Background: an optimization exercise with open tools, aiming at small area and a short achievable clock period. Do not read the settings as production practice. Where RTL was checked, it was by simulation tests only, not by an equivalence proof against the original. No driver is modelled on the clock port, so clock power and skew are understated where the tree is cut down; a real chip needs a root buffer or a tree. Power figures rest on the tool's default switching activity, not on a simulated workload.

Setup of rev 12:
## Viterbi_Decoder
module Viterbi_Decoder(
    input [1:0] encoded_signal,
    input clk,
    input reset,
    output wire decoded_signal
);
Size: roughly 250 cells after synthesis, ~53 flip-flops, ~0.0022 mm^2 of cells after synthesis.
export LEC_CHECK = 0
export CAP_MARGIN = 20
export CORE_MARGIN = 2
export CORE_UTILIZATION = 40
export PLACE_DENSITY = 0.7
export SLEW_MARGIN = 20
export SYNTH_HIERARCHICAL = 1
export SYNTH_MINIMUM_KEEP_SIZE = 0
create_clock -name core_clock -period 10.0 [get_ports {clk}]
standard.sh (not shown) runs the stock make flow with config.mk's settings and CLKGATE_MAP_FILE= SYNTH_SCRIPT=/design/flow/synth_recipe.tcl, a recipe that flattens the netlist after the stock synthesis.
==> flow/flow/run.sh <==
#!/bin/bash
# The standard layout (the standard.sh: the standard synthesis and ORFS
# flow, unchanged constraints), with these knobs passed to ORFS:
# - port buffers of a normal buffer cell instead of the delay cell that
#   buffer_ports picks by default (every port still gets its buffer);
# - a setup margin, so that the resizer's repair works towards a shorter
#   period than the 10 ns constraint;
# - ABC's output load for the per-module mapping set to 1 fF, so that the
#   small gate-sized modules keep their x1 cells;
# - clock tree synthesis with the default options plus -dont_use_dummy_load.
# All tool output goes to make_finish.log and ORFS's own logs under orfs/.
set -euo pipefail
bash standard.sh \
  "POST_CTS_TCL=$PWD/flow/flat_clock.tcl" \
  "BUFFER_PORTS_ARGS=-buffer_cell sky130_fd_sc_hd__buf_2" \
  SETUP_SLACK_MARGIN=${MARGIN:-7.3} \
  ABC_LOAD_IN_FF=1 \
  "CTS_ARGS=-sink_clustering_enable -repair_clock_nets -dont_use_dummy_load" \
  finish > make_finish.log 2>&1
==> flow/flow/flat_clock.tcl <==
set block [ord::get_db_block]
set clkport_net [$block findNet clk]
set root ""
foreach it [$clkport_net getITerms] {
  if {[$it isInputSignal]} { set root [$it getInst] }
}
if {$root eq ""} { error "flat_clock: no root clock buffer" }
set rootin ""; set rootout ""
foreach it [$root getITerms] {
  if {[$it isInputSignal]} { set rootin $it }
  if {[$it isOutputSignal]} { set rootout [$it getNet] }
}
set leaves {}
set other 0
foreach it [$rootout getITerms] {
  set inst [$it getInst]
  if {$inst eq $root} continue
  if {[string match "sky130_fd_sc_hd__clkbuf*" [[$inst getMaster] getName]]} {
    lappend leaves $it
  } else {
    incr other
  }
}
puts "flat_clock: root [$root getName], [llength $leaves] leaf buffers, $other other sinks"
if {$other == 0 && [llength $leaves] > 0 && [llength $leaves] <= 4} {
  foreach it $leaves {
    $it disconnect
    $it connect $clkport_net
  }
  $rootin disconnect
  foreach it [$root getITerms] { if {[$it isOutputSignal]} { $it disconnect } }
  odb::dbInst_destroy $root
  odb::dbNet_destroy $rootout
  detailed_placement
  estimate_parasitics -placement
} else {
  puts "flat_clock: tree left as it is"
}
Input changes introduced in rev 13 (baseline for comparison: rev 12):
-- flow/flow/run.sh --
<<< rev 12, line 14
  "POST_CTS_TCL=$PWD/flow/flat_clock.tcl" \
>>> rev 13, line 14
<<< rev 12, line 16
  SETUP_SLACK_MARGIN=${MARGIN:-7.3} \
>>> rev 13, line 15
  SETUP_SLACK_MARGIN=${MARGIN:-7.2} \
removed: flow/flow/flat_clock.tcl
- Relative to rev 12, power consumption increased by 0.012 mW in rev 13.
- Multi-input gate share of total cell area in rev 13 is 1.2 points higher than in rev 12
- As far as power of the sequential group is concerned, rev 13 and rev 12 perform about the same.
- Global routing met2 resource utilization delta for rev 13 relative to rev 12: 1.5 points higher
- In the reports for rev 12 and rev 13, the smaller normalized max-slew margin belongs to rev 12.
No functional check of the RTL was part of any run of this note.

========
## run 1
Viterbi_Decoder, a different RTL version from the one above (not shown whole).
For scale: about 240 cells after synthesis, about 52 flip-flops, about 5 I/O pins, roughly 2200 um2 of cells after synthesis.
export LEC_CHECK = 0
export CAP_MARGIN = 20
export CORE_MARGIN = 2
export CORE_UTILIZATION = 50
export PLACE_DENSITY = 0.7
export SLEW_MARGIN = 20
export SYNTH_HIERARCHICAL = 1
export SYNTH_MINIMUM_KEEP_SIZE = 0
create_clock -name core_clock -period 10.0 [get_ports {clk}]
==> flow/flow/run.sh <==
#!/bin/bash
# The standard layout (the standard.sh, unchanged synthesis), with two
# optimisation knobs: port buffers of a normal buffer cell instead of the
# delay cell buffer_ports picks by default, and a setup margin so that the
# resizer's repair works towards a shorter period than the 10 ns constraint.
# The constraints (constraint.sdc) are not changed.
set -euo pipefail
bash standard.sh \
  "BUFFER_PORTS_ARGS=-buffer_cell sky130_fd_sc_hd__buf_2" \
  SETUP_SLACK_MARGIN=${MARGIN:-7.2} \
  ABC_LOAD_IN_FF=1 \
  "CTS_ARGS=-sink_clustering_enable -repair_clock_nets -dont_use_dummy_load" \
  finish > make_finish.log 2>&1
Run 1: done, clean on timing, DRC and antenna
## Diff of input files: run 2 against run 1
diff --git a/flow/config.mk b/flow/config.mk
--- a/flow/config.mk
+++ b/flow/config.mk
@@ -9,3 +9,3 @@
 export CORE_MARGIN = 2
-export CORE_UTILIZATION = 50
+export CORE_UTILIZATION = 40
 export PLACE_DENSITY = 0.7
==> comparison <==
- Of run 1 and run 2, the run reporting the higher number of vias per cell after detailed routing was run 1.
- The lower count of fill cells added during filler insertion came out of run 1.
- The delay of the slowest cell on the worst path reported for run 2 is greater than that of run 1 by 110 ps.
- Diff run 1 -> run 2 | total global routing track utilization | decrease of 6.2 points
- Changes observed in run 2 relative to run 1: post-layout total power fell by about 1%, share of the final layout cell area in sequential cells level, minimum clock period after layout decreased by 32 ps relative to the old numbers, required time of the worst setup path +2220 ps.
Relative to run 2, the following input files were edited for run 3:
==> flow/flow/run.sh <==
#!/bin/bash
# The standard layout (the standard.sh: the standard synthesis and ORFS
# flow, unchanged constraints), with these knobs passed to ORFS:
# - port buffers of a normal buffer cell instead of the delay cell that
#   buffer_ports picks by default (every port still gets its buffer);
# - a setup margin, so that the resizer's repair works towards a shorter
#   period than the 10 ns constraint;
# - ABC's output load for the per-module mapping set to 1 fF, so that the
#   small gate-sized modules keep their x1 cells;
# - clock tree synthesis with the default options plus -dont_use_dummy_load.
# All tool output goes to make_finish.log and ORFS's own logs under orfs/.
set -euo pipefail
bash standard.sh \
  "BUFFER_PORTS_ARGS=-buffer_cell sky130_fd_sc_hd__buf_2" \
  SETUP_SLACK_MARGIN=${MARGIN:-7.25} \
  ABC_LOAD_IN_FF=1 \
  "CTS_ARGS=-sink_clustering_enable -repair_clock_nets -dont_use_dummy_load" \
  finish > make_finish.log 2>&1
Findings:
Run 3 completed every stage of the flow, and the final layout passed the timing, DRC and antenna checks.
Via count delta (run 2 -> run 3): insignificant
Diff run 2 -> run 3: power dissipated in combinational cells rose about 4%, area of the multi-input gates rose about 1.4%, post-layout worst setup margin rose 7.2 ps.
Wire length up about 3.4% in run 3 wrt run 2
Going from run 2 to run 3, standby leakage power grows by 2.1%.
The number of DRC markers in iteration 0 of run 3 falls short of that of run 2 by 19.
dec as the start point of the critical path was reported by run 3, and reset by run 2.
| proportion of total power due to net switching | run 3 vs run 2 | ≈ equal |
diff inputs: run 3 => run 4
==> flow/flow/run.sh <==
#!/bin/bash
# The standard layout (the standard.sh, unchanged synthesis), with two
# optimisation knobs: port buffers of a normal buffer cell instead of the
# delay cell buffer_ports picks by default, and a setup margin so that the
# resizer's repair works towards a shorter period than the 10 ns constraint.
# The constraints (constraint.sdc) are not changed.
set -euo pipefail
bash standard.sh \
  "BUFFER_PORTS_ARGS=-buffer_cell sky130_fd_sc_hd__buf_2" \
  SETUP_SLACK_MARGIN=${MARGIN:-7.2} \
  ABC_LOAD_IN_FF=1 \
  "CTS_ARGS=-sink_clustering_enable -repair_clock_nets -dont_use_dummy_load" \
  finish > make_finish.log 2>&1
diff --git a/flow/config.mk b/flow/config.mk
--- a/flow/config.mk
+++ b/flow/config.mk
@@ -10,3 +10,2 @@
 export CORE_UTILIZATION = 40
-export PLACE_DENSITY = 0.7
 export SLEW_MARGIN = 20
Notes after the runs:
From run 3 to run 4 the numbers moved as follows: worst setup slack before clock tree synthesis went down, share of the clock period used by the worst path climbed 0.17 points. Relative to run 3, count of placed standard cells in the final layout, fillers left out has increased by 4 in run 4. [compare] base=run 3 new=run 4: non-clock buffer count now larger; worst hold slack after final layout now smaller; clock skew now larger.

========
## the reference run
Starting RTL as in the previous note.
// Viterbi_Decoder
module Viterbi_Decoder(
    input [1:0] encoded_signal,
    input clk,
    input reset,
    output wire decoded_signal
);
  reg        t, tp;      
  reg [2:0]  e, f;
  reg [2:0]  dr;        
  reg [35:0] re;        
  reg [3:0]  cnt;       
  reg        dec;
  wire [12:0] X, Y;
  vd_tables tables (.t(t), .e(e), .f(f), .X(X), .Y(Y));
  wire [3:0] cntn;
  wire nv14, g10, g11, g12, g20, g21, g22;
  vd_ctl ctl (.reset(reset), .cnt(cnt), .dr(dr), .t_s(t), .tp_s(tp), .cntn(cntn), .nv14(nv14),
              .g10(g10), .g11(g11), .g12(g12), .g20(g20), .g21(g21), .g22(g22));
  wire [35:0] ren;
  genvar k;
  generate
    for (k = 0; k < 12; k = k + 1) begin : st
      vd_col col (.s(re[3*k +: 3]), .d0(dr[0]), .g10(g10), .g11(g11), .g12(g12),
                  .g20(g20), .g21(g21), .g22(g22), .n(ren[3*k +: 3]));
    end
  endgenerate
  wire o00, o11, o10, o01;
  vd_out outs (.s(ren[35:33]), .i00(X[3:2]), .i11(X[1:0]), .i10(Y[3:2]), .i01(Y[1:0]),
               .o00(o00), .o11(o11), .o10(o10), .o01(o01));
  wire       tn, decn;
  wire [2:0] en, fn, dn;
  vd_sel sel (.c0(encoded_signal[0]), .c1(encoded_signal[1]), .reset(reset), .nv14(nv14),
              .X(X), .Y(Y), .o00(o00), .o11(o11), .o10(o10), .o01(o01),
              .tn(tn), .en(en), .fn(fn), .dn(dn), .decn(decn));
  always @(posedge clk) begin
    t   <= tn;     
    e   <= en;
    f   <= fn;
    cnt <= cntn;
    tp  <= t;
    dr  <= dn;
    re  <= {ren[32:0], dr};
    dec <= decn;
  end
  assign decoded_signal = dec;
endmodule
export LEC_CHECK = 0
export CAP_MARGIN = 20
export CORE_MARGIN = 2
export CORE_UTILIZATION = 40
export PLACE_DENSITY = 0.7
export SLEW_MARGIN = 20
export SYNTH_HIERARCHICAL = 1
export SYNTH_MINIMUM_KEEP_SIZE = 0
create_clock -name core_clock -period 10.0 [get_ports {clk}]
==> flow/flow/run.sh <==
#!/bin/bash
# The standard layout (the standard.sh: the standard synthesis and ORFS
# flow, unchanged constraints), with these knobs passed to ORFS:
# - port buffers of a normal buffer cell instead of the delay cell that
#   buffer_ports picks by default (every port still gets its buffer);
# - a setup margin, so that the resizer's repair works towards a shorter
#   period than the 10 ns constraint;
# - ABC's output load for the per-module mapping set to 1 fF, so that the
#   small gate-sized modules keep their x1 cells;
# - clock tree synthesis with the default options plus -dont_use_dummy_load.
# All tool output goes to make_finish.log and ORFS's own logs under orfs/.
set -euo pipefail
bash standard.sh \
  "POST_CTS_TCL=$PWD/flow/flat_clock.tcl" \
  "BUFFER_PORTS_ARGS=-buffer_cell sky130_fd_sc_hd__buf_2" \
  SETUP_SLACK_MARGIN=${MARGIN:-7.35} \
  ABC_LOAD_IN_FF=1 \
  "CTS_ARGS=-sink_clustering_enable -repair_clock_nets -dont_use_dummy_load" \
  finish > make_finish.log 2>&1
==> flow/flow/flat_clock.tcl <==
set block [ord::get_db_block]
set clkport_net [$block findNet clk]
set root ""
foreach it [$clkport_net getITerms] {
  if {[$it isInputSignal]} { set root [$it getInst] }
}
if {$root eq ""} { error "flat_clock: no root clock buffer" }
set rootin ""; set rootout ""
foreach it [$root getITerms] {
  if {[$it isInputSignal]} { set rootin $it }
  if {[$it isOutputSignal]} { set rootout [$it getNet] }
}
set leaves {}
set other 0
foreach it [$rootout getITerms] {
  set inst [$it getInst]
  if {$inst eq $root} continue
  if {[string match "sky130_fd_sc_hd__clkbuf*" [[$inst getMaster] getName]]} {
    lappend leaves $it
  } else {
    incr other
  }
}
puts "flat_clock: root [$root getName], [llength $leaves] leaf buffers, $other other sinks"
if {$other == 0 && [llength $leaves] > 0 && [llength $leaves] <= 4} {
  foreach it $leaves {
    $it disconnect
    $it connect $clkport_net
  }
  $rootin disconnect
  foreach it [$root getITerms] { if {[$it isOutputSignal]} { $it disconnect } }
  odb::dbInst_destroy $root
  odb::dbNet_destroy $rootout
  detailed_placement
  estimate_parasitics -placement
} else {
  puts "flat_clock: tree left as it is"
}
diff inputs: the reference run => the trial run
--- a/flow/flow/run.sh
+++ b/flow/flow/run.sh
@@ -12,7 +12,6 @@
 set -euo pipefail
 bash standard.sh \
-  "POST_CTS_TCL=$PWD/flow/flat_clock.tcl" \
   "BUFFER_PORTS_ARGS=-buffer_cell sky130_fd_sc_hd__buf_2" \
-  SETUP_SLACK_MARGIN=${MARGIN:-7.35} \
+  SETUP_SLACK_MARGIN=${MARGIN:-7.15} \
   ABC_LOAD_IN_FF=1 \
   "CTS_ARGS=-sink_clustering_enable -repair_clock_nets -dont_use_dummy_load" \
removed: flow/flow/flat_clock.tcl
==> summary.txt <==
- Compared the reference run against the trial run; routed via count divided by cell count within noise.
- Relative to the reference run, the count of cell instances traversed by the critical path of the trial run is lower by 1.
- The final reports for the trial run and the reference run show non-clock buffer count lower in the former.
- The trial run ended with less final cell count than the reference run.
- There was hardly any difference in ratio of final minimum period to clock period between the reference run and the trial run.
- Of the trial run and the reference run, it is the trial run that has the higher count of clock-buffer cells in the layout.
- Power ends up higher on the reference run.
- Diff the reference run -> the trial run: minimum period implied by the final worst setup slack went up by 0.013 ns, multi-input combinational cell area went down by about 5.6%.

==> re-timing with driven ports <==
The results above use ideal ports. As a check the final layouts listed here were re-extracted and re-timed, cells and wires unchanged.
Step 1, drivers: a clkbuf_16 drives clk and a buf_2 each remaining input, both assumed.
Step 2, shift: input delay + t, output delay - t, t = (earliest + latest rising clock arrival at the registers) / 2. This alone moves slack from input paths to output paths.
Three values: no drivers, after step 1, after step 2; two values: the first two.
run	t (ns)	setup WS [ns]	latest minus earliest clock arrival (ns)	slew at the worst register clock pin (ns)
rev 12	0.201	7.296 / 7.332 / 7.131	0.025 / 0.026	0.10 / 0.10
rev 13	0.319	7.269 / 7.241 / 7.014	0.024 / 0.024	0.09 / 0.09
run 1	0.321	7.249 / 7.226 / 7.004	0.016 / 0.016	0.09 / 0.09
run 2	0.309	7.280 / 7.257 / 6.978	0.024 / 0.023	0.09 / 0.09
run 3	0.315	7.288 / 7.259 / 7.027	0.015 / 0.015	0.09 / 0.09
run 4	0.325	7.271 / 7.238 / 6.971	0.021 / 0.021	0.09 / 0.09
the reference run	0.187	7.295 / 7.269 / 7.082	0.017 / 0.016	0.09 / 0.09
the trial run	0.309	7.281 / 7.258 / 6.979	0.022 / 0.022	0.09 / 0.09
After both steps every run listed still meets setup and hold.
